This is an optimization exercise on Yosys and OpenROAD, whose aim is small area and a short achievable clock period, not a production implementation.
In this exercise RTL edits were held to simulation tests only and were not proved equivalent to the original.
Power is estimated from default activity; no workload was simulated.

== the reference run ==
// adress_checker
module adress_checker(
    input clk,
    input rst,
    input [63:0] address,          
    input [63:0] size,             
    input valid,                   
    input [3:0] start,             
    input [3:0] complete,          
    output reg [1:0] dependency    
    );
Size in the first run: roughly 4,500 cells after synthesis, ~28,000 µm² of cells after synthesis.
==> module adress_checker, before the edit <==
module adress_checker(
    input clk,
    input rst,
    input [63:0] address,          
    input [63:0] size,             
    input valid,                   
    input [3:0] start,             
    input [3:0] complete,          
    output reg [1:0] dependency    
    );
reg [63:0] address_buffer [0:3];
reg [63:0] end_address_buffer [0:3];
reg [3:0] busy;
reg [3:0] free;      
function le64;
    input [63:0] x;
    input [63:0] y;
    reg [63:0] g, p;
    integer k, w;
    begin
        g = y & ~x;
        p = y | ~x;
        g[0] = p[0];                       
        for (w = 32; w >= 1; w = w / 2)
            for (k = 0; k < w; k = k + 1) begin
                g[k] = g[2*k+1] | (p[2*k+1] & g[2*k]);
                p[k] = p[2*k+1] & p[2*k];
            end
        le64 = g[0];
    end
endfunction
function [63:0] addm1;
    input [63:0] x;
    input [63:0] y;
    reg [63:0] u, v, g, p;
    integer k, l, s;
    begin
        u = ~(x ^ y);
        v = {(x[62:0] | y[62:0]), 1'b0};
        g = u & v;
        p = u ^ v;
        for (l = 0; l < 6; l = l + 1) begin
            s = 1 << l;
            for (k = 0; k < 64; k = k + 1) if (k % (2*s) == 2*s-1) begin
                g[k] = g[k] | (p[k] & g[k-s]);
                p[k] = p[k] & p[k-s];
            end
        end
        for (l = 4; l >= 0; l = l - 1) begin
            s = 1 << l;
            for (k = 0; k < 64; k = k + 1) if (k >= 3*s-1 && k % (2*s) == s-1) begin
                g[k] = g[k] | (p[k] & g[k-s]);
                p[k] = p[k] & p[k-s];
            end
        end
        addm1 = (u ^ v) ^ {g[62:0], 1'b0};
    end
endfunction
wire [63:0] end_address = addm1(address, size);
reg [3:0] clash;
reg [3:0] take;
integer i;
always @(*) begin
    for (i = 0; i < 4; i = i + 1)
        clash[i] = busy[i] & le64(address, end_address_buffer[i]) & le64(address_buffer[i], end_address);
    take[0] = ~busy[0];
    take[1] = busy[0] & ~busy[1];
    take[2] = busy[0] & busy[1] & ~busy[2];
    take[3] = busy[0] & busy[1] & busy[2] & ~busy[3];
end
always @(posedge clk) begin
    for (i = 0; i < 4; i = i + 1) begin
        address_buffer[i] <= (address_buffer[i] & {64{busy[i]}}) | (address & {64{free[i]}});
        end_address_buffer[i] <= (end_address_buffer[i] & {64{busy[i]}}) | (end_address & {64{free[i]}});
    end
end
always @(posedge clk) begin
    if (~rst) begin
        busy <= 0;
        free <= 4'b1111;
        dependency <= 0;
    end
    else begin
        if (valid)
            dependency <= (&busy) ? 2'b11 : (|clash) ? 2'b01 : 2'b00;
        busy <= (busy & ~complete) | (take & {4{valid & ~|clash}});
        free <= ~((busy & ~complete) | (take & {4{valid & ~|clash}}));
    end
end
endmodule
clock: 7.5 ns
lec_check: 0
abc_area: 1
cap_margin: 20
core_margin: 2
core_utilization: 60
cts_cluster_diameter: 100
cts_cluster_size: 25
setup_slack_margin: 3.0
slew_margin: 20
tns_end_percent: 10
buffer_ports_args: -buffer_cell sky130_fd_sc_hd__buf_2
standard.sh (not shown) runs the stock make flow with config.mk's settings and CLKGATE_MAP_FILE= SYNTH_SCRIPT=/design/flow/synth_recipe.tcl, a recipe that flattens the netlist after the stock synthesis.
==> flow/flow/run.sh <==
#!/bin/bash
# Standard ORFS layout (standard.sh) with two changes:
# - the half/full adder cells are don't-use, so Yosys leaves adder and
#   comparator logic to ABC instead of extracting ha/fa cells;
# - the port buffers that buffer_ports inserts are buf_2 cells.
set -e
cat >> config.mk <<'EOF'
export DONT_USE_CELLS += sky130_fd_sc_hd__ha_1 sky130_fd_sc_hd__ha_2 sky130_fd_sc_hd__ha_4 sky130_fd_sc_hd__fa_1 sky130_fd_sc_hd__fa_2 sky130_fd_sc_hd__fa_4 sky130_fd_sc_hd__fah_1 sky130_fd_sc_hd__fahcin_1 sky130_fd_sc_hd__fahcon_1
export BUFFER_PORTS_ARGS = -buffer_cell sky130_fd_sc_hd__buf_2
EOF
bash standard.sh > standard.log 2>&1
The reference run was carried through to the last stage, and its layout satisfied the timing, design-rule and antenna checks.
Input changes introduced in the trial run (baseline for comparison: the reference run):
==> flow/design.v <==
`timescale 1ns / 1ps
module adress_checker(
    input clk,
    input rst,
    input [63:0] address,          
    input [63:0] size,             
    input valid,                   
    input [3:0] start,             
    input [3:0] complete,          
    output reg [1:0] dependency    
    );
reg [63:0] address_buffer [0:3];       
reg [63:0] end_plus1_buffer [0:3];     
reg [3:0] end_plus1_top;               
reg [3:0] busy;
reg [3:0] free;      
function lt64;
    input [63:0] x;
    input [63:0] y;
    reg [63:0] g, p;
    integer k, w;
    begin
        g = y & ~x;
        p = y | ~x;
        for (w = 32; w >= 1; w = w / 2)
            for (k = 0; k < w; k = k + 1) begin
                g[k] = g[2*k+1] | (p[2*k+1] & g[2*k]);
                p[k] = p[2*k+1] & p[2*k];
            end
        lt64 = g[0];
    end
endfunction
function [63:0] add64;
    input [63:0] x;
    input [63:0] y;
    reg [63:0] g, p;
    integer k, l, s;
    begin
        g = x & y;
        p = x ^ y;
        for (l = 0; l < 6; l = l + 1) begin
            s = 1 << l;
            for (k = 63; k >= 0; k = k - 1)
                if ((k & s) != 0) begin
                    g[k] = g[k] | (p[k] & g[(k & ~(2*s-1)) + s - 1]);
                    p[k] = p[k] & p[(k & ~(2*s-1)) + s - 1];
                end
        end
        add64 = (x ^ y) ^ {g[62:0], 1'b0};
    end
endfunction
wire [63:0] end_plus1 = add64(address, size);
wire end_plus1_is_top = ~|end_plus1;
reg [3:0] clash;
reg [3:0] take;
integer i;
always @(*) begin
    for (i = 0; i < 4; i = i + 1)
        clash[i] = busy[i]
                 & (end_plus1_top[i] | lt64(address, end_plus1_buffer[i]))
                 & (end_plus1_is_top | lt64(address_buffer[i], end_plus1));
    take[0] = ~busy[0];
    take[1] = busy[0] & ~busy[1];
    take[2] = busy[0] & busy[1] & ~busy[2];
    take[3] = busy[0] & busy[1] & busy[2] & ~busy[3];
end
always @(posedge clk) begin
    for (i = 0; i < 4; i = i + 1) begin
        address_buffer[i] <= (address_buffer[i] & {64{busy[i]}}) | (address & {64{free[i]}});
        end_plus1_buffer[i] <= (end_plus1_buffer[i] & {64{busy[i]}}) | (end_plus1 & {64{free[i]}});
        end_plus1_top[i] <= (end_plus1_top[i] & busy[i]) | (end_plus1_is_top & free[i]);
    end
end
always @(posedge clk) begin
    if (~rst) begin
        busy <= 0;
        free <= 4'b1111;
        dependency <= 0;
    end
    else begin
        if (valid)
            dependency <= (&busy) ? 2'b11 : (|clash) ? 2'b01 : 2'b00;
        busy <= (busy & ~complete) | (take & {4{valid & ~|clash}});
        free <= ~((busy & ~complete) | (take & {4{valid & ~|clash}}));
    end
end
endmodule
==> notes.md <==
- Multi-input combinational cell count ends up lower on the reference run.
- Compared with the reference run, the trial run shows a maximum clock frequency that is 3.5% higher.
- [compare] base=the reference run new=the trial run: path depth of the worst reg2reg path moved down, antenna diode count fell 1, total routing usage reported by global routing stayed essentially flat, first-pass GRT wire length picked up an extra 870 µm, die height went up.
- Combinational cell fraction of total power (higher): the reference run
- Number of sequential cells in the layout of the trial run exceeds that of the reference run slightly.
- Hold slack: the trial run better than the reference run

## separate check: timing with driven ports
The results above use ideal ports. As a check the final layouts listed here were re-extracted and re-timed, cells and wires unchanged. Step 1, drivers: a clkbuf_16 drives clk and a buf_2 each remaining input, both assumed. Step 2 also shifts input and output timing later by t, the mid clock arrival at the registers, as if the neighbouring blocks saw the same clock. Three values: ideal, step 1, step 2; two values: the first two.
run | shift t [ns] | setup WS [ns] | hold WS [ns] | worst setup path after step 2 | pins driven straight from the clock port
the reference run | 0.647 | 2.865 / 2.906 / 2.258 | 0.465 / 0.465 / 0.465 | input to register | 1
the trial run | 0.659 | 3.020 / 3.061 / 2.402 | 0.469 / 0.469 / 0.469 | input to register | 1
After both steps setup and hold are still met in every run listed. The setup slack of the trial run, which loses most, moves by +0.041 ns with the drivers and by -0.618 ns with both steps.
